From an optimization exercise on the open Yosys and OpenROAD flow, aimed at small area; shortcuts taken in it are not production practice. Only simulation tests tie the RTL to the original design; equivalence was not proved. Power figures rest on the tool's default switching activity, not on a simulated workload.

$ cat flow/config.mk
export PLATFORM = sky130hd
export DESIGN_NAME = jt6295
export DESIGN_NICKNAME = jt6295
export VERILOG_FILES = /design/flow/design.v
export SDC_FILE = /design/flow/constraint.sdc
export NUM_CORES = 4
export LEC_CHECK = 0
export CAP_MARGIN = 20
export CORE_MARGIN = 2
export CORE_UTILIZATION = 40
export SLEW_MARGIN = 20
$ cat flow/constraint.sdc
create_clock -name core_clock -period 10.0 [get_ports {clk}]
set_input_delay 2.0000 -clock core_clock [delete_from_list [all_inputs] [get_ports {clk}]]
set_output_delay 2.0000 -clock core_clock [all_outputs]
set_load 0.01 [all_outputs]
$ cat flow/design.v
module jt6295_timing(
    input            rst,
    input            clk,
    input            cen,
    input            ss,
    output           cen_sr,      
    output           cen_sr4,     
    output reg       cen32,       
    output     [2:0] slot,        
    output           adpcm_slot,  
    output     [1:0] ch,          
    output reg       cen_48k
);
function [19:0] radd(input [19:0] a, input [19:0] b, input ci);
    integer i;
    reg c;
    begin
        c = ci;
        for( i=0; i<20; i=i+1 ) begin
            radd[i] = a[i]^b[i]^c;
            c = (a[i]&b[i]) | (c&(a[i]^b[i]));
        end
    end
endfunction
function rge(input [19:0] a, input [19:0] b);
    integer i;
    reg c;
    begin
        c = 1'b1;
        for( i=0; i<20; i=i+1 )
            c = (a[i]&~b[i]) | (c&~(a[i]^b[i]));
        rge = c;
    end
endfunction
reg  [2:0] base;
reg  [5:0] cnt;
wire [2:0] lim = ss ? 3'h3 : 3'h4;
reg  [6:0] n48;
wire       hit48 = n48==7'd0  || n48==7'd21 || n48==7'd42 ||
                   n48==7'd63 || n48==7'd84 || n48==7'd105;
always @(posedge clk) begin
    if( rst ) begin
        n48     <= 7'd125;
        cen_48k <= 1'b0;
    end else begin
        if(cen) n48 <= &n48[6:2] ? { 6'd0, n48[0] } : radd( n48, 7'd0, 1'b1 );
        cen_48k <= hit48 && cen;
    end
end
always @(posedge clk) begin
    if( rst ) begin
        base  <= 3'd0;
        cnt   <= 6'd0;
        cen32 <= 1'b0;
    end else begin
        cen32 <= cen && !cnt[5] && base==3'd0;
        if( cen ) begin
            base <= (base==lim) ? 3'd0 : radd( base, 3'd0, 1'b1 );
            if(base==3'd0) cnt <= (cnt==6'd32) ? 6'd0 : radd( cnt, 6'd0, 1'b1 );
        end
    end
end
wire [4:0] q  = radd( cnt[4:0], {5{cen32}}, 1'b0 );
wire [4:0] qc = radd( q, 5'd7, 1'b0 );
assign cen_sr4    = cen32 && cnt[2:0]==3'd1;
assign cen_sr     = cen32 && cnt[4:0]==5'd1;
assign adpcm_slot = q[2:1]==2'b01;
assign ch         = qc[4:3];
assign slot       = cnt[2:0];
endmodule
module jt6295_rom(
    input             rst,
    input             clk,
    input             adpcm_slot,
    input             nib_sel,
    input      [17:0] adpcm_addr,
    input      [ 9:0] ctrl_addr,
    output reg [ 3:0] adpcm_nib,
    output reg [ 7:0] ctrl_dout,
    output reg        ctrl_ok,
    output     [17:0] rom_addr,
    input      [ 7:0] rom_data,
    input             rom_ok
);
reg       slot_d;
reg [9:0] caddr_d;
reg [1:0] wait2;
assign rom_addr = slot_d ? adpcm_addr : { 8'd0, caddr_d };
wire new_addr = rom_addr != { 8'd0, ctrl_addr };
always @(posedge clk) begin
    slot_d  <= adpcm_slot;
    caddr_d <= ctrl_addr;
    if( adpcm_slot ) begin
        adpcm_nib <= nib_sel ? rom_data[3:0] : rom_data[7:4];
        ctrl_ok   <= 1'b0;
        wait2     <= 2'b0;
    end else begin
        if(wait2==2'b11 && !new_addr) begin
            ctrl_ok   <= rom_ok;
            ctrl_dout <= rom_data;
        end else ctrl_ok <= 1'b0;
        if( new_addr )
            wait2 <= 2'b0;
        else
            wait2 <= {wait2[0],1'b1};
    end
    if( rst ) begin
        ctrl_ok <= 1'b0;
        wait2   <= 2'b0;
    end
end
endmodule
module jt6295_ctrl(
    input                  rst,
    input                  clk,
    input                  cen4,
    input                  wrn,
    input      [ 7:0]      din,
    output reg [17:0]      start_addr,
    output reg [17:0]      stop_addr,
    output reg [ 3:0]      att,
    output     [ 9:0]      rom_addr,
    input      [ 7:0]      rom_data,
    input                  rom_ok,
    output reg [ 3:0]      start,
    output reg [ 3:0]      stop,
    input      [ 3:0]      busy,
    input      [ 3:0]      ack
);
reg  last_wrn;
wire negedge_wrn  = !wrn && last_wrn;
reg [6:0] phrase;
reg       push, pull;
reg [3:0] ch, new_att;
reg       cmd;
always @(posedge clk) begin
    last_wrn <= wrn;
end
always @(posedge clk) begin
    if( rst ) begin
        cmd      <= 1'b0;
        stop     <= 4'd0;
        ch       <= 4'd0;
        pull     <= 1'b1;
        phrase   <= 7'd0;
    end else begin
        if( cen4 ) begin
            stop <= stop & busy;
        end
        if( push ) pull <= 1'b0;
        if( negedge_wrn  ) begin  
            if( cmd ) begin  
                ch      <= din[7:4];
                cmd     <= 1'b0;
                pull    <= 1'b1;
            end
            else if( din[7] ) begin  
                phrase <= din[6:0];
                cmd    <= 1'b1;  
                stop   <= 4'd0;
            end else begin  
                stop   <= din[6:3];
            end
        end
    end
end
always @(posedge clk) begin
    if( negedge_wrn && cmd ) new_att <= din[3:0];
end
reg [17:0] new_start;
reg [17:8] new_stop;
reg [ 2:0] st, addr_lsb;
reg        wrom;
assign rom_addr = { phrase, addr_lsb };
always @(posedge clk) begin
    if( rst ) begin
        st         <= 7;
        start      <= 0;
        push       <= 0;
        addr_lsb   <= 0;
    end else begin
        if( st!=7 ) begin
            wrom <= 0;
            if( !wrom && rom_ok ) begin
                st       <= st+3'd1;
                addr_lsb <= st;
                wrom     <= 1;
            end
        end
        case( st )
            7: begin
                start    <= start & ~ack;
                addr_lsb <= 0;
                if(pull) begin
                    st       <= 0;
                    wrom     <= 1;
                    push     <= 1;
                end
            end
            6: begin
                start       <= ch;
                push        <= 0;
            end
            default:;
        endcase
    end
end
always @(posedge clk) begin
    case( st )
        1: new_start[17:16] <= rom_data[1:0];
        2: new_start[15: 8] <= rom_data;
        3: new_start[ 7: 0] <= rom_data;
        4: new_stop [17:16] <= rom_data[1:0];
        5: new_stop [15: 8] <= rom_data;
        6: begin
            start_addr  <= new_start;
            stop_addr   <= {new_stop[17:8], rom_data} ;
            att         <= new_att;
        end
        default:;
    endcase
end
endmodule
module jt6295_serial(
    input               rst,
    input               clk,
    input               cen4,
    input      [ 1:0]   ch,
    input      [17:0]   start_addr,
    input      [17:0]   stop_addr,
    input      [ 3:0]   att,
    input      [ 3:0]   start,
    input      [ 3:0]   stop,
    output reg [ 3:0]   busy,
    output reg          ack,
    output     [17:0]   rom_addr,
    output              nib_sel,
    input      [ 3:0]   rom_nib,
    output reg          pipe_en,
    output reg [ 3:0]   pipe_att,
    output reg [ 3:0]   pipe_data
);
function [19:0] radd(input [19:0] a, input [19:0] b, input ci);
    integer i;
    reg c;
    begin
        c = ci;
        for( i=0; i<20; i=i+1 ) begin
            radd[i] = a[i]^b[i]^c;
            c = (a[i]&b[i]) | (c&(a[i]^b[i]));
        end
    end
endfunction
function rge(input [19:0] a, input [19:0] b);
    integer i;
    reg c;
    begin
        c = 1'b1;
        for( i=0; i<20; i=i+1 )
            c = (a[i]&~b[i]) | (c&~(a[i]^b[i]));
        rge = c;
    end
endfunction
reg  [75:0] cnt_sh;
reg  [71:0] stop_sh;
reg  [15:0] att_sh;
reg  [ 3:0] busy_sh;
wire [18:0] cnt      = cnt_sh[75:57];
wire [17:0] stop_out = stop_sh[71:54];
wire [ 3:0] att_out  = att_sh[15:12];
wire        busy_out = busy_sh[3];
wire        up_start = start[ch];
wire        up_stop  = stop[ch];
wire        update   = up_start | up_stop;
wire        over     = rge( rom_addr, stop_out );
wire        cont     = busy_out & ~over;
wire [18:0] cnt_next = radd( cnt, 20'd0, cont );
wire [17:0] stop_in  = up_start  ? stop_addr : stop_out;
wire [18:0] cnt_in   = up_start  ? {start_addr, 1'b0} : cnt_next;
wire [ 3:0] att_in   = up_start  ? att : att_out;
wire        busy_in  = update    ? (up_start & ~up_stop) : cont;
assign rom_addr = cnt[18:1];
assign nib_sel  = cnt[0];
always @(posedge clk, posedge rst) begin
    if( rst ) begin
        busy <= 4'd0;
    end else begin
        busy[ch] <= busy_in;
    end
end
always @(posedge clk, posedge rst) begin
    if( rst ) begin
        ack     <= 1'b0;
        pipe_en <= 1'b0;
    end else if( cen4 ) begin
        ack     <= up_start;
        pipe_en <= busy_out;
    end
end
always @(posedge clk) begin
    if( cen4 || rst ) begin
        cnt_sh  <= { cnt_sh[56:0], rst ? 19'd0 : cnt_in };
        busy_sh <= { busy_sh[2:0], busy_in & ~rst };
    end
end
always @(posedge clk) begin
    if( cen4 ) begin
        stop_sh   <= { stop_sh[53:0], stop_in };
        att_sh    <= { att_sh[11:0], att_in };
        pipe_data <= rom_nib;
        pipe_att  <= att_out;
    end
end
endmodule
module jt6295_adpcm(
    input                    rst,
    input                    clk,
    input                    cen,
    input                    cen32,
    input             [ 2:0] slot,
    input                    en,
    input             [ 3:0] att,
    input             [ 3:0] data,
    output reg signed [11:0] sound
);
function [19:0] radd(input [19:0] a, input [19:0] b, input ci);
    integer i;
    reg c;
    begin
        c = ci;
        for( i=0; i<20; i=i+1 ) begin
            radd[i] = a[i]^b[i]^c;
            c = (a[i]&b[i]) | (c&(a[i]^b[i]));
        end
    end
endfunction
function rge(input [19:0] a, input [19:0] b);
    integer i;
    reg c;
    begin
        c = 1'b1;
        for( i=0; i<20; i=i+1 )
            c = (a[i]&~b[i]) | (c&~(a[i]^b[i]));
        rge = c;
    end
endfunction
reg        in_en;
reg  [3:0] in_data, in_att;
reg [23:0] idx_sh;
reg [47:0] snd_sh;
reg [15:0] att_sh;
wire [ 5:0] idx     = idx_sh[23:18];
wire [11:0] snd_old = snd_sh[47:36];
wire [ 3:0] att_mul = att_sh[15:12];
wire [11:0] snd_mul = snd_sh[47:36];
reg [10:0] lut;
always @(*) begin
    case( idx )
        6'd0: lut = 11'd16;
        6'd1: lut = 11'd17;
        6'd2: lut = 11'd19;
        6'd3: lut = 11'd21;
        6'd4: lut = 11'd23;
        6'd5: lut = 11'd25;
        6'd6: lut = 11'd28;
        6'd7: lut = 11'd31;
        6'd8: lut = 11'd34;
        6'd9: lut = 11'd37;
        6'd10: lut = 11'd41;
        6'd11: lut = 11'd45;
        6'd12: lut = 11'd50;
        6'd13: lut = 11'd55;
        6'd14: lut = 11'd60;
        6'd15: lut = 11'd66;
        6'd16: lut = 11'd73;
        6'd17: lut = 11'd80;
        6'd18: lut = 11'd88;
        6'd19: lut = 11'd97;
        6'd20: lut = 11'd107;
        6'd21: lut = 11'd118;
        6'd22: lut = 11'd130;
        6'd23: lut = 11'd143;
        6'd24: lut = 11'd157;
        6'd25: lut = 11'd173;
        6'd26: lut = 11'd190;
        6'd27: lut = 11'd209;
        6'd28: lut = 11'd230;
        6'd29: lut = 11'd253;
        6'd30: lut = 11'd279;
        6'd31: lut = 11'd307;
        6'd32: lut = 11'd337;
        6'd33: lut = 11'd371;
        6'd34: lut = 11'd408;
        6'd35: lut = 11'd449;
        6'd36: lut = 11'd494;
        6'd37: lut = 11'd544;
        6'd38: lut = 11'd598;
        6'd39: lut = 11'd658;
        6'd40: lut = 11'd724;
        6'd41: lut = 11'd796;
        6'd42: lut = 11'd876;
        6'd43: lut = 11'd963;
        6'd44: lut = 11'd1060;
        6'd45: lut = 11'd1166;
        6'd46: lut = 11'd1282;
        6'd47: lut = 11'd1411;
        6'd48: lut = 11'd1552;
        default: lut = 11'd1552;  
    endcase
end
wire [2:0] factor = in_en ? in_data[2:0] : 3'd0;
wire [5:0] idx_en = in_en ? idx : 6'd0;
wire [5:0] idx_inc = { 3'd0, in_data[1:0], 1'b0 } + 6'd2;
wire [5:0] idx_sum = radd( idx_en, factor[2] ? idx_inc : 6'h3f, 1'b0 );
wire [5:0] idx_new = rge( idx_sum, 6'd49 ) ? (factor[2] ? 6'd48 : 6'd0) : idx_sum;
wire [11:0] step = { 1'b0, lut };
wire [11:0] qa = radd( step>>3, in_data[2] ? step : 12'd0, 1'b0 );
wire [11:0] qb = radd( qa, in_data[1] ? step>>1 : 12'd0, 1'b0 );
wire [11:0] qn = radd( qb, in_data[0] ? step>>2 : 12'd0, 1'b0 );
reg  [12:0] unlim;
reg         ov;
reg  [11:0] snd_new;
always @(*) begin
    unlim = radd( { snd_old[11], snd_old }, { 1'b0, qn } ^ {13{in_data[3]}}, in_data[3] );
    ov = &{snd_old[11],in_data[3],~unlim[11]}|&{~snd_old[11],~in_data[3],unlim[11]};
    if( ^unlim[12:11] ) ov=1;
    snd_new = (!in_en || rst) ? 12'd0 :
              ov ? {unlim[12],{11{~unlim[12]}}} : unlim[11:0];  
end
wire [16:0] s1   = { {5{snd_mul[11]}}, snd_mul };
wire [16:0] s3   = radd( s1, s1<<1, 1'b0 );
wire [16:0] m11  = radd( s3, !att_mul[2] ? s1<<3 : 17'd0, 1'b0 );
wire        pow2 = !att_mul[0];
wire        mute = att_mul>4'd8 || rst;
wire [11:0] load = mute ? 12'd0 : pow2 ? snd_mul : m11[15:4];
wire [ 2:0] sh_load = pow2 ? att_mul[3:1] : { 2'b0, att_mul[1] };
reg  [ 2:0] sh;
wire        do_shift = cen32 && slot>=3'd2 && (slot-3'd2) < sh;
always @(posedge clk) begin
    if( cen ) sh <= sh_load;
end
always @(posedge clk) begin
    if( cen || rst ) snd_sh <= { snd_sh[35:0], snd_new };
end
always @(posedge clk, posedge rst) begin
    if(rst) begin
        in_en  <= 1'b0;
    end else if(cen) begin
        in_en  <= en;
    end
end
always @(posedge clk) begin
    if( cen || rst ) begin
        sound  <= load;
    end else if( do_shift ) begin
        sound  <= { sound[11], sound[11:1] };
    end
end
always @(posedge clk) begin
    if(cen) begin
        in_data <= data;
        in_att  <= att;
        idx_sh  <= { idx_sh[17:0], idx_new };
        att_sh  <= { att_sh[11:0], in_att };
    end
end
endmodule
module jt6295_acc(
    input                rst,
    input                clk,
    input                cen,
    input                cen4,
    input  signed [11:0] sound_in,
    output signed [13:0] sound_out
);
function [19:0] radd(input [19:0] a, input [19:0] b, input ci);
    integer i;
    reg c;
    begin
        c = ci;
        for( i=0; i<20; i=i+1 ) begin
            radd[i] = a[i]^b[i]^c;
            c = (a[i]&b[i]) | (c&(a[i]^b[i]));
        end
    end
endfunction
function rge(input [19:0] a, input [19:0] b);
    integer i;
    reg c;
    begin
        c = 1'b1;
        for( i=0; i<20; i=i+1 )
            c = (a[i]&~b[i]) | (c&~(a[i]^b[i]));
        rge = c;
    end
endfunction
reg signed [13:0] acc, sum;
wire        restart = cen | rst;
wire [13:0] acc_sum = radd( restart ? 14'd0 : acc, { {2{sound_in[11]}}, sound_in }, 1'b0 );
always @(posedge clk) begin
    if( cen4 || rst ) acc <= acc_sum;
end
always @(posedge clk) begin
    if( cen || rst ) sum <= acc;
end
assign sound_out = sum;
endmodule
module jt6295(
    input                  rst,
    input                  clk,
    input                  cen  ,
    input                  ss,         
    input                  wrn,   
    input         [ 7:0]   din,
    output        [ 7:0]   dout,
    output        [17:0]   rom_addr,
    input         [ 7:0]   rom_data,
    input                  rom_ok,
    output signed [13:0]   sound,
    output                 sample    
);
wire        cen_sr, cen_sr4, cen_sr32, cen_48k, adpcm_slot;
wire [ 2:0] slot;
wire [ 1:0] ch;
wire [ 3:0] busy, start, stop;
reg  [ 3:0] ack;
wire        ack_bit;
wire [17:0] start_addr, stop_addr, ch_addr;
wire [ 9:0] ctrl_addr;
wire [ 7:0] ctrl_data;
wire [ 3:0] ch_nib, pipe_data;
wire [ 3:0] att, pipe_att;
wire        ctrl_ok, nib_sel;
wire        pipe_en;
wire signed [11:0] pipe_snd;
assign dout   = { 4'hf, busy | start };
assign sample = cen_48k;
always @(*) begin
    case( ch )
        2'd0: ack = { ack_bit, 3'd0 };
        2'd1: ack = { 3'd0, ack_bit };
        2'd2: ack = { 2'd0, ack_bit, 1'd0 };
        2'd3: ack = { 1'd0, ack_bit, 2'd0 };
    endcase
end
jt6295_timing u_timing(
    .rst        ( rst       ),
    .clk        ( clk       ),
    .cen        ( cen       ),
    .ss         ( ss        ),
    .cen_sr     ( cen_sr    ),
    .cen_sr4    ( cen_sr4   ),
    .cen32      ( cen_sr32  ),
    .slot       ( slot      ),
    .adpcm_slot ( adpcm_slot),
    .ch         ( ch        ),
    .cen_48k    ( cen_48k   )
);
jt6295_rom u_rom(
    .rst        ( rst           ),
    .clk        ( clk           ),
    .adpcm_slot ( adpcm_slot    ),
    .nib_sel    ( nib_sel       ),
    .adpcm_addr ( ch_addr       ),
    .ctrl_addr  ( ctrl_addr     ),
    .adpcm_nib  ( ch_nib        ),
    .ctrl_dout  ( ctrl_data     ),
    .ctrl_ok    ( ctrl_ok       ),
    .rom_addr   ( rom_addr      ),
    .rom_data   ( rom_data      ),
    .rom_ok     ( rom_ok        )
);
jt6295_ctrl u_ctrl(
    .rst        ( rst           ),
    .clk        ( clk           ),
    .cen4       ( cen_sr4       ),
    .wrn        ( wrn           ),
    .din        ( din           ),
    .start_addr ( start_addr    ),
    .stop_addr  ( stop_addr     ),
    .att        ( att           ),
    .rom_addr   ( ctrl_addr     ),
    .rom_data   ( ctrl_data     ),
    .rom_ok     ( ctrl_ok       ),
    .start      ( start         ),
    .stop       ( stop          ),
    .busy       ( busy          ),
    .ack        ( ack           )
);
jt6295_serial u_serial(
    .rst        ( rst           ),
    .clk        ( clk           ),
    .cen4       ( cen_sr4       ),
    .ch         ( ch            ),
    .start_addr ( start_addr    ),
    .stop_addr  ( stop_addr     ),
    .att        ( att           ),
    .start      ( start         ),
    .stop       ( stop          ),
    .busy       ( busy          ),
    .ack        ( ack_bit       ),
    .rom_addr   ( ch_addr       ),
    .nib_sel    ( nib_sel       ),
    .rom_nib    ( ch_nib        ),
    .pipe_en    ( pipe_en       ),
    .pipe_att   ( pipe_att      ),
    .pipe_data  ( pipe_data     )
);
jt6295_adpcm u_adpcm(
    .rst        ( rst           ),
    .clk        ( clk           ),
    .cen        ( cen_sr4       ),
    .cen32      ( cen_sr32      ),
    .slot       ( slot          ),
    .en         ( pipe_en       ),
    .att        ( pipe_att      ),
    .data       ( pipe_data     ),
    .sound      ( pipe_snd      )
);
jt6295_acc u_acc(
    .rst        ( rst           ),
    .clk        ( clk           ),
    .cen        ( cen_sr        ),
    .cen4       ( cen_sr4       ),
    .sound_in   ( pipe_snd      ),
    .sound_out  ( sound         )
);
endmodule
$ cat flow/flow/run.sh
#!/bin/bash
# The standard layout, with: the smallest buffer on the ports (buf_1), a
# clock tree with larger sink clusters and no dummy loads, and power
# recovery (downsizing of gates off the critical paths) after global route.
set -euo pipefail
bash standard.sh "BUFFER_PORTS_ARGS=-buffer_cell sky130_fd_sc_hd__buf_1" \
  "CTS_ARGS=-sink_clustering_enable -repair_clock_nets -dont_use_dummy_load -sink_clustering_size 27 -sink_clustering_max_diameter 150" \
  RECOVER_POWER=100 MATCH_CELL_FOOTPRINT=0 \
  finish > standard.log 2>&1
$ cat flow/standard.sh
#!/bin/bash
# synth_recipe.tcl (not shown) runs the flow's synth.tcl, then flattens the netlist and writes it again
# the make line also repeats each setting of config.mk as NAME=value (left out here)
make -C /OpenROAD-flow-scripts/flow DESIGN_CONFIG=/design/flow/config.mk WORK_HOME=/design/flow/orfs CLKGATE_MAP_FILE= SYNTH_SCRIPT=/design/flow/synth_recipe.tcl "${@:-finish}"
==> summary.txt, run 1 <==
Status
  – Status: complete, but fails checks
  – Layout check faults: max-capacitance violations, max-slew violations

Synthesis
  – Distinct cells, synth: 67
  – Synth top area cells: edfxtp_1 (58%), fa_1 (7.2%), dfxtp_1 (7.0%)
  – Post-synth top area share: 58.4%
  – Average cell area after synthesis: 14.7 µm²
  – Ys async rst share: 1.46%
  – Gate Count Post-Synth: 1396
  – Number of synthesized register bits: 479
  – Register area share after synthesis: 66.2%
  – Synth warn: 7
  – Predominant post-synthesis flop cell: edfxtp_1
  – Synth Cell Area: 20600 µm²
  – Leading area contributor after synthesis: edfxtp_1
  – Number of flops mapped to enable cells by yosys: 400

Pwr
  – Seq pwr share: 60.3%
  – NetSw: 1.11 mW
  – Leak: 7.90 nW
  – PwrDens: 190 nW/µm²
  – Clock share of power: 22.7%
  – Switching Fraction: 26.5%
  – Max IR drop VDD: 116 µV
  – Pint: 3.07 mW
  – Comb pwr share: 17.0%

Finish
  – Most frequent cells in the layout: edfxtp_1 (400), nand2_1 (107), inv_1 (94)
  – Nets: 1622
  – Area growth from synthesis to layout: 6.91%
  – Antenna Cells: 0
  – Layout cells sized above 1: 3.61%
  – Most common cell after layout, fill and taps aside: edfxtp_1
  – Filler cells: 4627

Critical path
  – WP data required: 10.32 ns
  – CP bufs+invs: 3
  – CP Capture Type: register
  – Critical path class: register to register
  – Worst setup SP type: register
  – Cell mode on critical path: fa_1
  – Arrival @ worst endpoint: 8.99 ns
  – Crit-path leading delay family: adder cells
  – Biggest cell delay along the critical path: 0.68 ns
  – Worst Path Max Fanout: 17
  – Slowest CP cell: edfxtp_1

Global routing
  – Vias in the first global route: 10.5k
  – Antenna violations before repair: 3
  – Met1 Use GR: 21.1%
  – Global-route usage over all layers: 13.9%
  – First-pass GRT wire length: 58600 µm
  – Grt met2 use: 21.4%
  – GR peak layer: met2
  – Met3 GRT Util: 2.11%
  – Grt ovf: 0
  – Largest net degree at the start of global routing: 87

Clock network
  – Maximum clock insertion buffer count: 3
  – Post-CTS sizing: 0
  – Sink Count: 479
  – Post-CTS setup repair buffer count: 0
  – CTS buffer count: 21
  – Later-pin clock latency in the skew report: 0.56 ns
  – Clock-pin slew on the worst setup and hold paths: 0.11 ns
  – TritonCTS clock tree: built
  – H-Tree Depth: 1
  – CTS Hold Bufs: 0
  – Clk root buf: clkbuf_16

STA
  – WHS: 0.361 ns
  – Clock skew after layout: 0.0548 ns
  – Final Hold Fails: 0
  – Final setup viols: 0
  – Setup TNS: 0 ns
  – Final Cycle Share: 86.7%
  – Slew @ Worst Pin: 3.89 ns
  – Fin. max-slew vios: 363
  – Worst setup margin: 1.33 ns
  – Final Critical Period: 8.67 ns
  – Fmax: 115 MHz
  – Slew margin rel.: -161%
  – Unrepaired setup endpoints after global routing: no

Placement
  – Dpl hpwl: 25200 µm
  – Placer Congestion: 0.806
  – Post-placement setup slack: 1.27 ns
  – PortBufs: 58

Die
  – Die area: 53300 µm²
  – Die width: 231 µm
  – Boundary Pins: 63
  – Chip Height: 231 µm
  – Initial core utilization: 40.3%
  – Core area: 51100 µm²
  – Rows: 83

Drt
  – Total Wirelength: 36800 µm
  – Number of vias per cell: 4.98
  – Final antenna-violating net count: 0
  – Drt pass-1 iters: 6
  – WL/cell: 17.3 µm
  – DRC Markers: 0
  – Initial DRC count: 826
  – Vias post-DR: 10.6k

Hold path
  – Worst hold-check path type: register to register

Flow run
  – Number of max-cap violations: 5
==> layout make-up <==
cell class,count,area (µm²),share of cell area [%]
Clock buffer,21,526,2.39
Sequential cell,479,13600,62.0
Timing Repair Buffer,68,268,1.22
Inverter,98,374,1.70
Multi-Input combinational cell,774,6350,28.9
Tap cell,680,851,3.87
==> per-layer routing <==
metal / vias to the layer above / wire [µm]
met2: 168 / 16200
li1: 5044 / -
met4: 4 / 621
met5: - / 25
met1: 5312 / 18600
met3: 39 / 1330
==> power groups by stage <==
| stage | registers, mW | clock network [mW] | logic, mW |
|---|---|---|---|
| after CTS | 2.51 | 0.985 | 0.731 |
| after global placement | 2.55 | 0 | 0.708 |
| after floorplan | 2.52 | 0 | 0.541 |
| final | 2.52 | 0.947 | 0.709 |
| after global routing | 2.54 | 1.05 | 0.826 |
| after detailed placement | 2.56 | 0 | 0.722 |
==> Yosys cell counts, types with 6 or more instances <==
library cell    n
nand2b_1       14
nor3_1         15
inv_1          96
fa_1           74
dfrtp_1         7
clkbuf_1       34
nor2_1         73
dfxtp_1        72
xor2_1         15
a211oi_1        7
ha_1           84
a31oi_1         7
nand3_1        22
o21a_1         13
xnor2_1        21
edfxtp_1      400
mux2i_1        34
a21o_1          6
o211ai_1       11
nor2b_1        14
and2_1         50
nand3b_1        6
buf_2           6
a2111oi_0       6
o21ai_0        50
mux2_2         27
a21oi_1        43
nand2_1       107
==> flip-flops by register name (all words and copies together) (netlist names), 6 cells and up <==
register and cells:
u_ctrl.start_addr 18, u_adpcm.att_sh 16, u_adpcm.snd_sh 48, u_timing.n48 7
u_rom.ctrl_dout 8, u_ctrl.phrase 7, u_adpcm.lut 11, u_ctrl.new_start 18
u_serial.att_sh 16, u_acc.sum 14, u_acc.acc 14, u_rom.caddr_d 10
u_adpcm.idx_sh 24, u_serial.stop_sh 72, u_serial.cnt_sh 76, u_timing.cnt 6
u_ctrl.new_stop 10, u_adpcm.sound 12, u_ctrl.stop_addr 18
==> worst register-to-register path, cell delays in order, from the launching register on <==
cell      delay, ns
edfxtp_1       0.68
and2_0         0.21
ha_1           0.14
inv_1          0.05
fa_1           0.42
fa_1           0.44
fa_1           0.43
fa_1           0.43
fa_1           0.43
fa_1           0.52
inv_1          0.06
fa_1           0.43
fa_1           0.48
fa_1           0.45
fa_1           0.38
ha_1           0.31
xnor2_1        0.20
fa_1           0.21
inv_1          0.06
fa_1           0.42
fa_1           0.41
xnor2_1        0.28
nor2_1         0.07
a22oi_1        0.66
nor2_1         0.11
o21a_1         0.20
==> kinds of logic after synthesis <==
logic type	Yosys count	synth area share, %
buffers and inverters	146	2.83
adders and majority gates	158	12.3
DFF	479	66.2
other	1	0.0182
AOI/OAI and AO/OA	185	5.83
and+or+nand+nor	323	7.55
muxes	67	3.61
xor gates and xnor gates	37	1.61
==> metrics by stage <==
stage | cells | power (mW) | area, µm² | util [%]
after floorplan | 1399 | 3.06 | 20600 | -
after global placement | 2098 | 3.26 | 21500 | 42.1
after detailed placement | 2099 | 3.28 | 21500 | 42.1
after CTS | 2120 | 4.23 | 22000 | 43.2
after global routing | 2120 | 4.41 | 22000 | 43.0
final | 2120 | 4.17 | 22000 | 43.0
==> path summary, 6_finish.rpt <==
path | startpoint | endpoint | slack, ns | cells after the start
setup / recovery | u_adpcm.in_data[2]$_DFFE_PP_ | u_adpcm.snd_sh[0]$_SDFFCE_PP0N_ | 1.33 | 25
hold / removal | u_ctrl.phrase[4]$_SDFFE_PP0P_ | u_rom.caddr_d[7]$_DFF_P_ | 0.36 | 0
setup reg to reg | u_adpcm.in_data[2]$_DFFE_PP_ | u_adpcm.snd_sh[0]$_SDFFCE_PP0N_ | 1.33 | 25
hold reg to reg | u_ctrl.phrase[4]$_SDFFE_PP0P_ | u_rom.caddr_d[7]$_DFF_P_ | 0.36 | 0
max in group asynchronous | rst | u_serial.ack$_DFFE_PP0P_ | 6.35 | 3
min in group asynchronous | rst | u_adpcm.in_en$_DFFE_PP0P_ | 3.18 | 3
==> run 2, diff against run 1 <==
--- a/flow/design.v
+++ b/flow/design.v
@@ -265,9 +265,9 @@
 reg  [71:0] stop_sh;
 reg  [15:0] att_sh;
-reg  [ 3:0] busy_sh;
+reg         bt;       
 wire [18:0] cnt      = cnt_sh[75:57];
 wire [17:0] stop_out = stop_sh[71:54];
 wire [ 3:0] att_out  = att_sh[15:12];
-wire        busy_out = busy_sh[3];
+wire        busy_out = bt;
 wire        up_start = start[ch];
 wire        up_stop  = stop[ch];
@@ -301,7 +301,10 @@
     if( cen4 || rst ) begin
         cnt_sh  <= { cnt_sh[56:0], rst ? 19'd0 : cnt_in };
-        busy_sh <= { busy_sh[2:0], busy_in & ~rst };
     end
 end
+wire [1:0] ch_next = ch + 2'd1;
+always @(posedge clk) begin
+    if( cen4 || rst ) bt <= busy[ch_next] & ~rst;
+end
 always @(posedge clk) begin
     if( cen4 ) begin
==> flow/flow/run.sh (replaced) <==
#!/bin/bash
# The standard layout, with two changes: the smallest buffer on the ports
# (buf_1), and a clock tree with larger sink clusters and no dummy loads.
set -euo pipefail
bash standard.sh "BUFFER_PORTS_ARGS=-buffer_cell sky130_fd_sc_hd__buf_1" \
  "CTS_ARGS=-sink_clustering_enable -repair_clock_nets -dont_use_dummy_load -sink_clustering_size 33 -sink_clustering_max_diameter 60" \
  finish > standard.log 2>&1
==> summary.txt, run 2 <==
Status
  – Status: no timing/DRC/antenna violations

Finish
  – Area growth from synthesis to layout: 8.65%
  – Nets: 1674 (+3.2%)
  – Largest register FFs: 76 (unchanged)
  – Antenna Cells: 0 (unchanged)
  – Most common cell after layout, fill and taps aside: edfxtp_1
  – Largest Register: u_serial.cnt_sh
  – Final core utilization: 43.8% (+0.76 points)
  – Top Registers: u_serial.cnt_sh: 76 flops, u_serial.stop_sh: 72 flops, u_adpcm.snd_sh: 48 flops
  – Layout cells sized above 1: 5.84% (+2.2 points)
  – Finished Cell Area: 22400 µm² (+1.8%)
  – Most frequent cells in the layout: edfxtp_1 (397), nand2_1 (163), inv_1 (100)

Critical path
  – RR Startpoint: u_adpcm.in_data[2]$_DFFE_PP_
  – WP data required: 10.30 ns (-0.02 ns)
  – CP Launch Point: u_adpcm.in_data[2]$_DFFE_PP_
  – Worst setup SP type: register
  – Worst Path Max Fanout: 17 (unchanged)
  – Crit path cell chain: and2_1, ha_1, inv_1, fa_1, inv_1, fa_1, fa_1, xnor2_1, fa_1, fa_1, fa_1, fa_1, fa_1, fa_1, fa_1, fa_1, fa_1, inv_1, fa_1, fa_1, nor2b_1, mux2i_1, nor2_1, o21a_1
  – Cell mode on critical path: fa_1
  – Slowest CP cell: edfxtp_1
  – Biggest cell delay along the critical path: 0.69 ns (about the same)
  – Arrival @ worst endpoint: 9.00 ns (about the same)
  – Critical path class: register to register
  – Crit-path leading delay family: adder cells
  – CP bufs+invs: 3 (unchanged)
  – CP Capture Type: register

Die
  – Initial core utilization: 40.3% (+0.056 points)
  – Boundary Pins: 63 (unchanged)
  – Rows: 83 (unchanged)
  – Core area: 51100 µm² (unchanged)
  – Die width: 231 µm (about the same)
  – Chip Height: 231 µm (about the same)
  – Die area: 53300 µm² (+0.13%)

Drt
  – Final antenna-violating net count: 0 (unchanged)
  – WL/cell: 17.1 µm (-1.3%)
  – Number of vias per cell: 5.00 (+0.28%)
  – Initial DRC count: 854 (+3.4%)
  – DRC Markers: 0 (unchanged)
  – Drt pass-1 iters: 5 (-1)
  – Vias post-DR: 10.9k (+2.7%)
  – Total Wirelength: 37200 µm (+1.1%)

Global routing
  – First-pass GRT wire length: 58300 µm (-0.52%)
  – Antenna violations before repair: 0 (-3)
  – Global-route usage over all layers: 14.0% (+0.070 points)
  – Largest net degree at the start of global routing: 81 (-6.9%)
  – Vias in the first global route: 10.5k (-0.029%)
  – Grt ovf: 0 (unchanged)

Clock network
  – CTS buffer count: 34 (+62%)
  – Later-pin clock latency in the skew report: 0.57 ns (about the same)
  – CTS Hold Bufs: 0 (unchanged)
  – Clock-pin slew on the worst setup and hold paths: 0.10 ns (about the same)
  – TritonCTS clock tree: built
  – Maximum clock insertion buffer count: 3 (unchanged)
  – Sink Count: 476 (-0.63%)
  – H-Tree Depth: 2 (+1)
  – Clk root buf: clkbuf_16
  – Post-CTS sizing: 0 (unchanged)
  – Post-CTS setup repair buffer count: 0 (unchanged)

Placement
  – Placer Congestion: 0.780 (-3.2%)
  – Dpl hpwl: 25200 µm (about the same)
  – PortBufs: 58 (unchanged)
  – Placed inst area: 21500 µm² (about the same)

Hold path
  – Min-delay src: u_serial.cnt_sh[0]$_SDFFCE_PP0N_
  – Worst hold-check path type: register to register

Synthesis
  – Synth Cell Area: 20600 µm² (+0.14%)
  – Distinct cells, synth: 71 (+6.0%)
  – Leading area contributor after synthesis: edfxtp_1
  – Post-synth top area share: 57.9% (-0.52 points)
  – Synth top area cells: edfxtp_1 (58%), fa_1 (7.2%), dfxtp_1 (7.0%)
  – Post-synth top cells: edfxtp_1 (397), nand2_1 (163), inv_1 (102)
  – Predominant post-synthesis flop cell: edfxtp_1
  – Average cell area after synthesis: 14.3 µm² (-3.0%)
  – Gate Count Post-Synth: 1441 (+3.2%)
  – Number of flops mapped to enable cells by yosys: 397 (-0.75%)
  – Ys async rst share: 1.47% (+0.0092 points)
  – Register area share after synthesis: 65.7% (-0.53 points)
  – Number of synthesized register bits: 476 (-0.63%)
  – Top-count cell post-synth: edfxtp_1
  – Synth warn: 7 (unchanged)

STA
  – Setup TNS: 0 ns (unchanged)
  – Fin. max-slew vios: 0 (-100%)
  – Slew @ Worst Pin: 0.954 ns (-2.93 ns)
  – Slew margin rel.: 34.6% (+200 points)
  – Unrepaired setup endpoints after global routing: no
  – Final Cycle Share: 87.0% (+0.27 points)
  – Final Critical Period: 8.70 ns (+0.0270 ns)
  – Final setup viols: 0 (unchanged)
  – Final Hold Fails: 0 (unchanged)
  – Clock skew after layout: 0.0560 ns (+0.00124 ns)
  – Fmax: 115 MHz (-0.31%)

Pwr
  – Max IR drop VDD: 102 µV (-12%)
  – PwrDens: 198 nW/µm² (+4.2%)
  – Leak: 8.24 nW (+4.2%)

Flow run
  – Number of max-cap violations: 0 (-5)
[run 2: per-stage QoR]
stage	instances	hold WS (ns)	setup WS [ns]	power [mW]
after CTS	2171	0.362	1.19	4.48
after global routing	2171	0.359	0.720	4.67
after detailed placement	2137	0.373	1.19	3.26
final	2171	0.360	1.30	4.42
after floorplan	1444	0.362	1.66	3.05
after global placement	2137	0.373	1.36	3.24
[run 2: layer usage]
| layer | up-vias | GRT usage, % | part of all wire (%) |
|---|---|---|---|
| met3 | 48 | 2.93 | 4.9 |
| met4 | 0 | 3.17 | 1.6 |
| met5 | - | 0 | 0 |
| met2 | 240 | 21.4 | 44 |
| li1 | 5190 | - | - |
| met1 | 5374 | 20.5 | 49 |
[run 2: cells by family (layout without fill, tap and decap cells)]
| kind of cell | count (synthesis) | after routing | synth area share [%] |
|---|---|---|---|
| and+or+nand+nor | 360 | 360 | 8.24 |
| other | 1 | 4 | 0.0182 |
| adders and majority gates | 159 | 159 | 12.4 |
| AOI/OAI and AO/OA | 200 | 200 | 6.15 |
| DFF | 476 | 476 | 65.7 |
| buffers and inverters | 157 | 204 | 3.05 |
| xor gates and xnor gates | 35 | 35 | 1.65 |
| muxes | 53 | 53 | 2.81 |
[run 2: final timing paths]
kind | end | slack, ns | cells past startpoint
hold / removal | u_serial.cnt_sh[19]$_DFFE_PN_ | 0.36 | 0
setup reg to reg | u_adpcm.snd_sh[0]$_SDFFCE_PP0N_ | 1.30 | 24
hold reg to reg | u_serial.cnt_sh[19]$_DFFE_PN_ | 0.36 | 0
setup / recovery | u_adpcm.snd_sh[0]$_SDFFCE_PP0N_ | 1.30 | 24
max in group asynchronous | u_serial.pipe_en$_DFFE_PP0P_ | 7.62 | 3
min in group asynchronous | u_serial.ack$_DFFE_PP0P_ | 2.00 | 3
[run 2: power breakdown]
part           leakage [nW]  internal [mW]  switching [mW]  total, mW
Sequential             4.45           2.39           0.101       2.50
Clock                 0.419          0.603           0.613       1.22
Combinational          3.37          0.279           0.433      0.712
Total                  8.24           3.28            1.15       4.42
[run 2: worst reg2reg max path, stage by stage (launching register included)]
cell,delay [ns]
edfxtp_1,0.69
and2_1,0.22
ha_1,0.15
inv_1,0.05
fa_1,0.50
inv_1,0.06
fa_1,0.50
fa_1,0.50
xnor2_1,0.16
fa_1,0.47
fa_1,0.44
fa_1,0.43
fa_1,0.43
fa_1,0.43
fa_1,0.42
fa_1,0.42
fa_1,0.42
fa_1,0.39
inv_1,0.08
fa_1,0.19
fa_1,0.43
nor2b_1,0.14
mux2i_1,0.63
nor2_1,0.11
o21a_1,0.19
[run 2: final cells by class]
class	count	area (µm²)
Tap cell	680	851
Multi-Input combinational cell	811	6460
Clock buffer	34	851
Timing Repair Buffer	67	287
Sequential cell	476	13500
Fill cell	4609	28700
Inverter	103	397
==> run 3, diff against run 2 <==
==> flow/flow/run.sh (replaced) <==
#!/bin/bash
# The standard layout, with two changes: the smallest buffer on the ports
# (buf_1), and a clock tree with larger sink clusters and no dummy loads.
set -euo pipefail
bash standard.sh "BUFFER_PORTS_ARGS=-buffer_cell sky130_fd_sc_hd__buf_1" \
  "CTS_ARGS=-sink_clustering_enable -repair_clock_nets -dont_use_dummy_load -sink_clustering_size 28 -sink_clustering_max_diameter 250" \
  finish > standard.log 2>&1
==> summary.txt, run 3 <==
Pwr
  – Leak: 8.06 nW (-2.1%)
  – Design Power: 4.13 mW (-6.7%)
  – PwrDens: 187 nW/µm² (-5.3%)
  – Max IR drop VDD: 112 µV (+10%)

Synthesis
  – Predominant post-synthesis flop cell: edfxtp_1
  – Number of synthesized register bits: 476 (unchanged)
  – Ys async rst share: 1.47% (unchanged)
  – Gate Count Post-Synth: 1441 (unchanged)
  – Leading area contributor after synthesis: edfxtp_1
  – Post-synth top cells: edfxtp_1 (397), nand2_1 (163), inv_1 (102)
  – Average cell area after synthesis: 14.3 µm² (unchanged)
  – Register area share after synthesis: 65.7% (unchanged)
  – Post-synth top area share: 57.9% (unchanged)
  – Synth warn: 7 (unchanged)
  – Top-count cell post-synth: edfxtp_1
  – Synth top area cells: edfxtp_1 (58%), fa_1 (7.2%), dfxtp_1 (7.0%)
  – Number of flops mapped to enable cells by yosys: 397 (unchanged)
  – Distinct cells, synth: 71 (unchanged)
  – Synth Cell Area: 20600 µm² (unchanged)

STA
  – Fmax: 115 MHz (-0.38%)
  – Final setup viols: 0 (unchanged)
  – WHS: 0.388 ns (+0.0278 ns)
  – Slew margin rel.: 33.5% (-1.1 points)
  – Fin. max-slew vios: 0 (unchanged)
  – Final Hold Fails: 0 (unchanged)
  – Setup TNS: 0 ns (unchanged)
  – Unrepaired setup endpoints after global routing: no
  – Final Cycle Share: 87.3% (+0.33 points)
  – Final Critical Period: 8.73 ns (+0.0332 ns)
  – Clock skew after layout: 0.0448 ns (-0.0112 ns)
  – Slew @ Worst Pin: 0.970 ns (+0.0160 ns)

Die
  – Rows: 83 (unchanged)
  – Chip Height: 231 µm (unchanged)
  – Die area: 53300 µm² (unchanged)
  – Die width: 231 µm (unchanged)
  – Core area: 51100 µm² (unchanged)
  – Initial core utilization: 40.3% (unchanged)
  – Boundary Pins: 63 (unchanged)

Critical path
  – Crit path cell chain: and2_1, ha_1, inv_1, fa_1, inv_1, fa_1, fa_1, xnor2_1, fa_1, fa_1, fa_1, fa_1, fa_1, fa_1, fa_1, fa_1, fa_1, inv_1, fa_1, fa_1, nor2b_1, mux2i_1, nor2_1, o21a_1
  – Slowest CP cell: edfxtp_1
  – WP data required: 10.29 ns (about the same)
  – Worst Path Max Fanout: 17 (unchanged)
  – CP Capture Type: register
  – R2R setup slack: 1.27 ns (-0.03 ns)
  – Worst setup SP type: register
  – Biggest cell delay along the critical path: 0.71 ns (+0.02 ns)
  – Arrival @ worst endpoint: 9.02 ns (+0.02 ns)
  – Critical path class: register to register
  – Cell mode on critical path: fa_1

Placement
  – Dpl hpwl: 25200 µm (unchanged)
  – Placed inst area: 21500 µm² (unchanged)
  – Placer Congestion: 0.780 (unchanged)
  – PortBufs: 58 (unchanged)

Global routing
  – Vias in the first global route: 10.4k (-0.95%)
  – Global-route usage over all layers: 13.7% (-0.29 points)
  – Antenna violations before repair: 0 (unchanged)
  – Largest net degree at the start of global routing: 81 (unchanged)
  – Grt ovf: 0 (unchanged)
  – First-pass GRT wire length: 57900 µm (-0.75%)

Clock network
  – Clk root buf: clkbuf_16
  – Clock-pin slew on the worst setup and hold paths: 0.11 ns (about the same)
  – H-Tree Depth: 1 (-1)
  – Post-CTS setup repair buffer count: 0 (unchanged)
  – Post-CTS sizing: 0 (unchanged)
  – Later-pin clock latency in the skew report: 0.56 ns (about the same)
  – CTS buffer count: 20 (-41%)
  – Sink Count: 476 (unchanged)
  – CTS Hold Bufs: 0 (unchanged)
  – Maximum clock insertion buffer count: 3 (unchanged)
  – TritonCTS clock tree: built

Finish
  – Finished Cell Area: 22000 µm² (-1.6%)
  – Layout cells sized above 1: 4.94% (-0.89 points)
  – Top Registers: u_serial.cnt_sh: 76 flops, u_serial.stop_sh: 72 flops, u_adpcm.snd_sh: 48 flops
  – Nets: 1660 (-0.84%)
  – Most frequent cells in the layout: edfxtp_1 (397), nand2_1 (163), inv_1 (100)
  – Antenna Cells: 0 (unchanged)
  – Most common cell after layout, fill and taps aside: edfxtp_1
  – Area growth from synthesis to layout: 6.95%
  – Largest register FFs: 76 (unchanged)
  – Largest Register: u_serial.cnt_sh
  – Final core utilization: 43.1% (-0.69 points)

Drt
  – Final antenna-violating net count: 0 (unchanged)
  – Number of vias per cell: 4.97 (-0.58%)
  – DRC Markers: 0 (unchanged)
  – Drt pass-1 iters: 5 (unchanged)
  – Total Wirelength: 36800 µm (-1.1%)
  – Initial DRC count: 806 (-5.6%)
  – Vias post-DR: 10.7k (-1.2%)
  – WL/cell: 17.0 µm (-0.45%)

Status
  – Status: no timing/DRC/antenna violations

Flow run
  – Number of max-cap violations: 0 (unchanged)

Hold path
  – Worst hold-check path type: register to register
[run 3: final timing paths]
check,from,to,cells after the start
max,u_adpcm.in_data[2]$_DFFE_PP_,u_adpcm.snd_sh[0]$_SDFFCE_PP0N_,24
min,u_ctrl.phrase[4]$_SDFFE_PP0P_,u_rom.caddr_d[7]$_DFF_P_,0
max reg2reg,u_adpcm.in_data[2]$_DFFE_PP_,u_adpcm.snd_sh[0]$_SDFFCE_PP0N_,24
min reg2reg,u_ctrl.phrase[4]$_SDFFE_PP0P_,u_rom.caddr_d[7]$_DFF_P_,0
max in group asynchronous,rst,u_serial.ack$_DFFE_PP0P_,3
min in group asynchronous,rst,u_adpcm.in_en$_DFFE_PP0P_,3
[run 3: area by class of cell]
| class | instances | area [µm²] |
|---|---|---|
| Multi-Input combinational cell | 811 | 6460 |
| Fill cell | 4637 | 29100 |
| Inverter | 103 | 397 |
| Sequential cell | 476 | 13500 |
| Timing Repair Buffer | 67 | 287 |
| Tap cell | 680 | 851 |
| Clock buffer | 20 | 500 |
[run 3: worst max-delay path, delay by kind of cell (launching register included)]
kind | cells | cell delay, ns
AO/OA/AOI/OAI | 1 | 0.19
XOR/XNOR | 1 | 0.16
adder cells (fa/ha/maj) | 15 | 6.12
buffers and inverters | 3 | 0.19
flip-flops | 1 | 0.71
multiplexers | 1 | 0.63
AND/OR/NAND/NOR | 3 | 0.47
[run 3: power by group]
| group | leakage [nW] | total, mW | internal, mW | switching, mW |
|---|---|---|---|---|
| clock | 0.246 | 0.923 | 0.362 | 0.560 |
| sequential | 4.45 | 2.49 | 2.39 | 0.101 |
| combinational | 3.37 | 0.710 | 0.279 | 0.431 |
[run 3: metal layers]
metal  GRT usage, %  routed length [µm]
met5              0                   0
met4           2.66                 526
met3           1.72                1490
met2           21.4               16300
met1           20.7               18400
[run 3: metrics by stage]
step / worst slack [ns] / std cells
3_3_place_gp: 1.36 / 2137
6_report: 1.27 / 2157
4_1_cts: 1.16 / 2157
5_1_grt: 0.691 / 2157
3_5_place_dp: 1.19 / 2137
2_1_floorplan: 1.66 / 1444
[run 3: cells by family (layout without fill, tap and decap cells)]
group	count (synthesis)	after routing	synth area share [%]
compound gates	200	200	6.15
xor+xnor	35	35	1.65
fa+ha+maj	159	159	12.4
buf+inv	157	190	3.05
flops	476	476	65.7
mux	53	53	2.81
other cells	1	4	0.0182
simple gates	360	360	8.24
==> run 4, diff against run 3 <==
==> flow/flow/run.sh (replaced) <==
#!/bin/bash
# The standard layout, with two changes: the smallest buffer on the ports
# (buf_1), and a clock tree with larger sink clusters and no dummy loads.
set -euo pipefail
bash standard.sh "BUFFER_PORTS_ARGS=-buffer_cell sky130_fd_sc_hd__buf_1" \
  "CTS_ARGS=-sink_clustering_enable -repair_clock_nets -dont_use_dummy_load -sink_clustering_size 27 -sink_clustering_max_diameter 150" \
  finish > standard.log 2>&1
==> summary.txt, run 4 <==
STA
  – Slew @ Worst Pin: 0.970 ns (-0.000351 ns)
  – Fmax: 115 MHz (+0.29%)
  – Slew margin rel.: 33.5% (about the same)
  – Final setup viols: 0 (unchanged)
  – Final Cycle Share: 87.1% (-0.25 points)
  – Final Critical Period: 8.71 ns (-0.0252 ns)
  – Final Hold Fails: 0 (unchanged)
  – Fin. max-slew vios: 0 (unchanged)
  – Setup TNS: 0 ns (unchanged)
  – Clock skew after layout: 0.0498 ns (+0.00502 ns)
  – Unrepaired setup endpoints after global routing: no

Clock network
  – Sink Count: 476 (unchanged)
  – Post-CTS setup repair buffer count: 0 (unchanged)
  – Later-pin clock latency in the skew report: 0.55 ns (about the same)
  – CTS buffer count: 21 (+5.0%)
  – Clk root buf: clkbuf_16
  – Maximum clock insertion buffer count: 3 (unchanged)
  – H-Tree Depth: 1 (unchanged)
  – Clock-pin slew on the worst setup and hold paths: 0.10 ns (about the same)
  – TritonCTS clock tree: built
  – CTS Hold Bufs: 0 (unchanged)
  – Post-CTS sizing: 0 (unchanged)

Drt
  – Total Wirelength: 36800 µm (about the same)
  – Vias post-DR: 10.7k (+0.24%)
  – Number of vias per cell: 4.98 (+0.20%)
  – Drt pass-1 iters: 8 (+3)
  – DRC Markers: 0 (unchanged)
  – Initial DRC count: 923 (+15%)
  – Final antenna-violating net count: 0 (unchanged)
  – WL/cell: 17.0 µm (about the same)

Placement
  – Placer Congestion: 0.780 (unchanged)
  – Dpl hpwl: 25200 µm (unchanged)
  – PortBufs: 58 (unchanged)
  – Placed inst area: 21500 µm² (unchanged)

Synthesis
  – Top-count cell post-synth: edfxtp_1
  – Synth Cell Area: 20600 µm² (unchanged)
  – Number of flops mapped to enable cells by yosys: 397 (unchanged)
  – Average cell area after synthesis: 14.3 µm² (unchanged)
  – Predominant post-synthesis flop cell: edfxtp_1
  – Post-synth top area share: 57.9% (unchanged)
  – Distinct cells, synth: 71 (unchanged)
  – Synth warn: 7 (unchanged)
  – Synth top area cells: edfxtp_1 (58%), fa_1 (7.2%), dfxtp_1 (7.0%)
  – Number of synthesized register bits: 476 (unchanged)
  – Register area share after synthesis: 65.7% (unchanged)
  – Gate Count Post-Synth: 1441 (unchanged)
  – Leading area contributor after synthesis: edfxtp_1
  – Post-synth top cells: edfxtp_1 (397), nand2_1 (163), inv_1 (102)
  – Ys async rst share: 1.47% (unchanged)

Pwr
  – Leak: 8.08 nW (+0.15%)
  – PwrDens: 188 nW/µm² (+0.45%)
  – Max IR drop VDD: 112 µV (about the same)

Critical path
  – CP Capture Type: register
  – Worst Path Max Fanout: 17 (unchanged)
  – WP data required: 10.32 ns (+0.03 ns)
  – Arrival @ worst endpoint: 9.02 ns (about the same)
  – Critical path class: register to register
  – R2R setup slack: 1.29 ns (+0.03 ns)
  – RR Startpoint: u_adpcm.in_data[2]$_DFFE_PP_
  – Worst setup SP type: register
  – Worst R2R End: u_adpcm.snd_sh[0]$_SDFFCE_PP0N_
  – Worst-case reg-to-reg path depth: 24 (unchanged)

Global routing
  – Antenna violations before repair: 0 (unchanged)
  – Global-route usage over all layers: 13.7% (-0.030 points)
  – Largest net degree at the start of global routing: 81 (unchanged)
  – Grt ovf: 0 (unchanged)
  – Vias in the first global route: 10.4k (-0.26%)
  – First-pass GRT wire length: 57900 µm (about the same)

Finish
  – Top Registers: u_serial.cnt_sh: 76 flops, u_serial.stop_sh: 72 flops, u_adpcm.snd_sh: 48 flops
  – Most common cell after layout, fill and taps aside: edfxtp_1
  – Antenna Cells: 0 (unchanged)
  – Largest register FFs: 76 (unchanged)
  – Most frequent cells in the layout: edfxtp_1 (397), nand2_1 (163), inv_1 (100)
  – Nets: 1661 (+0.060%)
  – Area growth from synthesis to layout: 7.08%
  – Largest Register: u_serial.cnt_sh
  – Finished Cell Area: 22100 µm² (+0.11%)
  – Layout cells sized above 1: 5.01% (+0.064 points)

Die
  – Die width: 231 µm (unchanged)
  – Die area: 53300 µm² (unchanged)
  – Chip Height: 231 µm (unchanged)
  – Initial core utilization: 40.3% (unchanged)
  – Rows: 83 (unchanged)
  – Boundary Pins: 63 (unchanged)
  – Core area: 51100 µm² (unchanged)

Hold path
  – Min-delay src: u_ctrl.phrase[0]$_SDFFE_PP0P_
  – Worst hold-check path type: register to register
  – Hold Path Stages: 0 (unchanged)
  – Worst Hold End: u_rom.caddr_d[3]$_DFF_P_

Flow run
  – Number of max-cap violations: 0 (unchanged)

Status
  – Status: no timing/DRC/antenna violations
run 4: cell types whose count changed in the layout (fill, tap and decap cells not counted), sizes merged:
cell / previous run / this run
clkbuf: 21 / 22
run 4: worst max-delay path by stage:
stage	start	endpoint	slack, ns	cells after the start
final	u_adpcm.in_data[2]$_DFFE_PP_	u_adpcm.snd_sh[0]$_SDFFCE_PP0N_	1.29	24
after floorplan	u_adpcm.in_data[2]$_DFFE_PP_	u_adpcm.snd_sh[0]$_SDFFCE_PP0N_	1.66	27
after global routing	u_adpcm.in_data[2]$_DFFE_PP_	u_adpcm.snd_sh[0]$_SDFFCE_PP0N_	0.73	24
after detailed placement	u_adpcm.in_data[2]$_DFFE_PP_	u_adpcm.snd_sh[0]$_SDFFCE_PP0N_	1.19	24
after CTS	u_adpcm.in_data[2]$_DFFE_PP_	u_adpcm.snd_sh[0]$_SDFFCE_PP0N_	1.20	24
after global placement	u_adpcm.in_data[2]$_DFFE_PP_	u_adpcm.snd_sh[0]$_SDFFCE_PP0N_	1.36	24
run 4: final cells by class:
class	count	area, µm²
Fill cell	4638	29000
Clock buffer	21	526
Inverter	103	397
Tap cell	680	851
Timing Repair Buffer	67	287
Multi-Input combinational cell	811	6460
Sequential cell	476	13500
run 4: cells by family (layout without fill, tap and decap cells):
| family | Yosys count | after routing | share of synthesized area (%) |
|---|---|---|---|
| adders and majority gates | 159 | 159 | 12.4 |
| AOI/OAI and AO/OA | 200 | 200 | 6.15 |
| buffers and inverters | 157 | 191 | 3.05 |
| muxes | 53 | 53 | 2.81 |
| xor gates and xnor gates | 35 | 35 | 1.65 |
| other | 1 | 4 | 0.0182 |
| and+or+nand+nor | 360 | 360 | 8.24 |
| DFF | 476 | 476 | 65.7 |
run 4: per-stage QoR:
step           hold slack, ns  setup WS [ns]  utilization (%)  instances  total power, mW
6_report                0.372           1.29             43.2       2158             4.15
5_1_grt                 0.371          0.726             43.2       2158             4.38
2_1_floorplan           0.362           1.66                -       1444             3.05
3_5_place_dp            0.373           1.19             42.1       2137             3.26
3_3_place_gp            0.373           1.36             42.1       2137             3.24
4_1_cts                 0.356           1.20             43.2       2158             4.20
run 4: metal layers:
layer  GRT usage [%]  vias to the layer above  part of all wire [%]
met2            21.4                      220                    44
met5               0                        -                     0
met1            20.8                     5345                    50
met3            1.49                       31                   3.9
li1                -                     5150                     -
met4            2.58                        0                   1.6
run 4: worst max-delay path, stage by stage, from the launching register on:
cell	delay, ns
edfxtp_1	0.71
and2_1	0.22
ha_1	0.15
inv_1	0.05
fa_1	0.50
inv_1	0.06
fa_1	0.50
fa_1	0.50
xnor2_1	0.16
fa_1	0.47
fa_1	0.44
fa_1	0.43
fa_1	0.43
fa_1	0.43
fa_1	0.42
fa_1	0.42
fa_1	0.42
fa_1	0.39
inv_1	0.08
fa_1	0.19
fa_1	0.43
nor2b_1	0.14
mux2i_1	0.63
nor2_1	0.11
o21a_1	0.20
run 4: where the power goes:
| part | switching, mW | internal [mW] |
|---|---|---|
| clock | 0.567 | 0.379 |
| sequential | 0.101 | 2.39 |
| combinational | 0.432 | 0.279 |
| total | 1.10 | 3.05 |
==> run 5, diff against run 4 <==
--- a/flow/config.mk
+++ b/flow/config.mk
@@ -6,6 +6,6 @@
 export NUM_CORES = 4
 export LEC_CHECK = 0
-export CAP_MARGIN = 20
+export CAP_MARGIN = 5
 export CORE_MARGIN = 2
 export CORE_UTILIZATION = 40
-export SLEW_MARGIN = 20
+export SLEW_MARGIN = 5
==> summary.txt, run 5 <==
Critical path
  – Crit path cell chain: and2_1, ha_1, inv_1, fa_1, inv_1, fa_1, fa_1, xnor2_1, fa_1, fa_1, fa_1, fa_1, fa_1, fa_1, fa_1, fa_1, fa_1, inv_1, fa_1, fa_1, nor2b_1, mux2i_1, nor2_1, o21a_1
  – Arrival @ worst endpoint: 9.02 ns (about the same)
  – WP data required: 10.32 ns (about the same)
  – Cell mode on critical path: fa_1
  – CP Depth: 24 (unchanged)
  – Slowest CP cell: edfxtp_1
  – Worst setup path endpoint: u_adpcm.snd_sh[0]$_SDFFCE_PP0N_
  – Worst-case reg-to-reg path depth: 24 (unchanged)
  – R2R setup slack: 1.30 ns (about the same)
  – Crit-path leading delay family: adder cells
  – CP Capture Type: register
  – Worst R2R End: u_adpcm.snd_sh[0]$_SDFFCE_PP0N_
  – Worst Path Max Fanout: 17 (unchanged)
  – CP Launch Point: u_adpcm.in_data[2]$_DFFE_PP_
  – Critical path class: register to register
  – CP bufs+invs: 3 (unchanged)
  – Worst setup SP type: register
  – Biggest cell delay along the critical path: 0.71 ns (about the same)
  – RR Startpoint: u_adpcm.in_data[2]$_DFFE_PP_

Synthesis
  – Distinct cells, synth: 71 (unchanged)
  – Top-count cell post-synth: edfxtp_1
  – Ys async rst share: 1.47% (unchanged)
  – Post-synth top area share: 57.9% (unchanged)
  – Register area share after synthesis: 65.7% (unchanged)
  – Number of flops mapped to enable cells by yosys: 397 (unchanged)
  – Leading area contributor after synthesis: edfxtp_1
  – Post-synthesis mux area share: 2.81% (unchanged)
  – Post-synth top cells: edfxtp_1 (397), nand2_1 (163), inv_1 (102)
  – XOR/XNOR Fraction of Synth Area: 1.65% (unchanged)
  – Average cell area after synthesis: 14.3 µm² (unchanged)
  – Complex-gate fraction of the synthesized area: 6.15% (unchanged)
  – Synth Area in Adders: 12.4% (unchanged)
  – Synth warn: 7 (unchanged)
  – Combinational family with the most area after synthesis: adder cells
  – Synth top area cells: edfxtp_1 (58%), fa_1 (7.2%), dfxtp_1 (7.0%)
  – Synth Area in Simple Gates: 8.24% (unchanged)
  – Predominant post-synthesis flop cell: edfxtp_1
  – Number of synthesized register bits: 476 (unchanged)
  – Gate Count Post-Synth: 1441 (unchanged)
  – Synth Cell Area: 20600 µm² (unchanged)

Finish
  – Final core utilization: 43.2% (about the same)
  – Most common cell after layout, fill and taps aside: edfxtp_1
  – Largest register FFs: 76 (unchanged)
  – Antenna Cells: 0 (unchanged)
  – Largest Register: u_serial.cnt_sh
  – Top Registers: u_serial.cnt_sh: 76 flops, u_serial.stop_sh: 72 flops, u_adpcm.snd_sh: 48 flops
  – Layout cells sized above 1: 4.94% (-0.068 points)
  – Nets: 1661 (unchanged)
  – Area growth from synthesis to layout: 7.06% (about the same)
  – Most frequent cells in the layout: edfxtp_1 (397), nand2_1 (163), inv_1 (100)
  – Final std cells w/o fill: 2158 (unchanged)

Drt
  – Vias post-DR: 10.7k (-0.019%)
  – DRC Markers: 0 (unchanged)
  – Final antenna-violating net count: 0 (unchanged)
  – Total Wirelength: 36800 µm (about the same)
  – Number of vias per cell: 4.98 (about the same)
  – Drt pass-1 iters: 5 (-3)
  – Initial DRC count: 909 (-1.5%)
  – WL/cell: 17.0 µm (about the same)

Clock network
  – H-Tree Depth: 1 (unchanged)
  – CTS Hold Bufs: 0 (unchanged)
  – CTS buffer count: 21 (unchanged)
  – Clk root buf: clkbuf_16
  – Sink Count: 476 (unchanged)
  – Post-CTS sizing: 0 (unchanged)
  – TritonCTS clock tree: built
  – Post-CTS setup repair buffer count: 0 (unchanged)
  – Maximum clock insertion buffer count: 3 (unchanged)
  – Later-pin clock latency in the skew report: 0.55 ns (about the same)
  – Clock-pin slew on the worst setup and hold paths: 0.10 ns (about the same)

STA
  – Worst setup margin: 1.30 ns (+0.00227 ns)
  – Slew @ Worst Pin: 1.18 ns (+0.206 ns)
  – Setup TNS: 0 ns (unchanged)
  – Fin. max-slew vios: 0 (unchanged)
  – Final Critical Period: 8.70 ns (-0.00227 ns)
  – Unrepaired setup endpoints after global routing: no
  – Final Cycle Share: 87.0% (about the same)
  – Fmax: 115 MHz (about the same)
  – Final Hold Fails: 0 (unchanged)
  – Final setup viols: 0 (unchanged)
  – Clock skew after layout: 0.0502 ns (+0.000416 ns)
  – Slew margin rel.: 19.4% (-14 points)

Pwr
  – Pint: 3.05 mW (about the same)
  – PwrDens: 188 nW/µm² (about the same)
  – Comb pwr share: 17.1% (about the same)
  – NetSw: 1.10 mW (-0.23%)
  – Clock share of power: 22.8% (about the same)
  – Leak: 8.08 nW (about the same)
  – Seq pwr share: 60.1% (about the same)
  – Switching Fraction: 26.5% (-0.044 points)
  – Max IR drop VDD: 112 µV (about the same)

Global routing
  – Global-route usage over all layers: 13.7% (unchanged)
  – Grt ovf: 0 (unchanged)
  – Vias in the first global route: 10.4k (unchanged)
  – Antenna violations before repair: 0 (unchanged)
  – First-pass GRT wire length: 57900 µm (unchanged)
  – Largest net degree at the start of global routing: 81 (unchanged)

Die
  – Boundary Pins: 63 (unchanged)
  – Core area: 51100 µm² (unchanged)
  – Rows: 83 (unchanged)
  – Initial core utilization: 40.3% (unchanged)
  – Die width: 231 µm (unchanged)
  – Die area: 53300 µm² (unchanged)
  – Chip Height: 231 µm (unchanged)

Flow run
  – Number of max-cap violations: 0 (unchanged)

Placement
  – Dpl hpwl: 25200 µm (unchanged)
  – PortBufs: 58 (unchanged)
  – Placer Congestion: 0.780 (unchanged)
  – Placed insts: 2137 (unchanged)
  – Post-placement setup slack: 1.19 ns (unchanged)

Hold path
  – Worst hold-check path type: register to register

Status
  – Status: no timing/DRC/antenna violations
## run 5: worst reg2reg max path, delay by kind of cell (launching register included)
kind,cells,cell delay [ns]
and+or+nand+nor,3,0.47
AOI/OAI and AO/OA,1,0.20
xor gates and xnor gates,1,0.16
DFF,1,0.71
buffers and inverters,3,0.19
adders and majority gates,15,6.12
muxes,1,0.63
## run 5: final cells by class
cell class	count	area [µm²]
clock buffers	21	526
flip-flops and latches	476	13500
inverters	103	397
repair buffers	67	287
well taps	680	851
fillers	4640	29000
multi-input cells	811	6460
## run 5: logic make-up (layout without fill, tap and decap cells)
| logic type | count (synthesis) | count (layout) |
|---|---|---|
| adders and majority gates | 159 | 159 |
| DFF | 476 | 476 |
| AOI/OAI and AO/OA | 200 | 200 |
| and+or+nand+nor | 360 | 360 |
| muxes | 53 | 53 |
| other | 1 | 4 |
| buffers and inverters | 157 | 191 |
| xor gates and xnor gates | 35 | 35 |
## run 5: power groups by stage
stage | clock [mW] | combinational (mW) | sequential [mW]
6_report | 0.944 | 0.709 | 2.49
2_1_floorplan | 0 | 0.545 | 2.51
3_5_place_dp | 0 | 0.715 | 2.54
4_1_cts | 0.982 | 0.725 | 2.49
5_1_grt | 1.04 | 0.821 | 2.52
3_3_place_gp | 0 | 0.707 | 2.53
## run 5: worst min path at each step
stage                     slack [ns]                             from                       end  cells past startpoint
after global routing            0.37    u_ctrl.phrase[0]$_SDFFE_PP0P_  u_rom.caddr_d[3]$_DFF_P_                      0
after detailed placement        0.37    u_ctrl.phrase[4]$_SDFFE_PP0P_  u_rom.caddr_d[7]$_DFF_P_                      0
final                           0.37    u_ctrl.phrase[0]$_SDFFE_PP0P_  u_rom.caddr_d[3]$_DFF_P_                      0
after CTS                       0.36    u_ctrl.phrase[0]$_SDFFE_PP0P_  u_rom.caddr_d[3]$_DFF_P_                      0
after floorplan                 0.36  u_ctrl.addr_lsb[0]$_SDFFE_PP0P_  u_rom.caddr_d[0]$_DFF_P_                      0
after global placement          0.37    u_ctrl.phrase[5]$_SDFFE_PP0P_  u_rom.caddr_d[8]$_DFF_P_                      0
## run 5: through the flow
stage / hold WS, ns / cell area (µm²) / power (mW)
after floorplan: 0.362 / 20600 / 3.05
after global placement: 0.373 / 21500 / 3.24
after detailed placement: 0.373 / 21500 / 3.26
after CTS: 0.356 / 22100 / 4.20
after global routing: 0.371 / 22100 / 4.38
final: 0.369 / 22100 / 4.15
## run 5: routing by layer
layer  up-vias  share of wire (%)  GRT usage [%]
met5         -                  0              0
met4         0                1.6           2.58
met3        34                4.2           1.49
met2       227                 45           21.4
met1      5330                 50           20.8
li1       5153                  -              -

[re-timing with driven ports]
No port has a modelled driver above. Below, the same layouts with a new extraction and two added sets of constraints. Step 1 sets driving cells, clkbuf_16 on the clock port and buf_2 on the other inputs (assumed; they add their load-dependent delay and slew). Step 2 moves the port delays by t, midway between the first and last clock arrival at a register: inputs arrive t later, outputs are due t later. That takes back most of the time a late clock gives input paths. Slacks: ideal / step 1 / step 2; pairs: ideal / step 1.
| run | shift t [ns] | slack for setup (ns) | worst setup path after step 2 | slew at the worst register clock pin (ns) |
|---|---|---|---|---|
| run 1 | 0.586 | 1.330 / 1.330 / 1.330 | register to register | 0.11 / 0.11 |
| run 2 | 0.596 | 1.303 / 1.303 / 1.303 | register to register | 0.10 / 0.10 |
| run 3 | 0.593 | 1.270 / 1.270 / 1.270 | register to register | 0.11 / 0.11 |
| run 4 | 0.580 | 1.295 / 1.295 / 1.295 | register to register | 0.10 / 0.10 |
| run 5 | 0.579 | 1.297 / 1.297 / 1.297 | register to register | 0.10 / 0.10 |
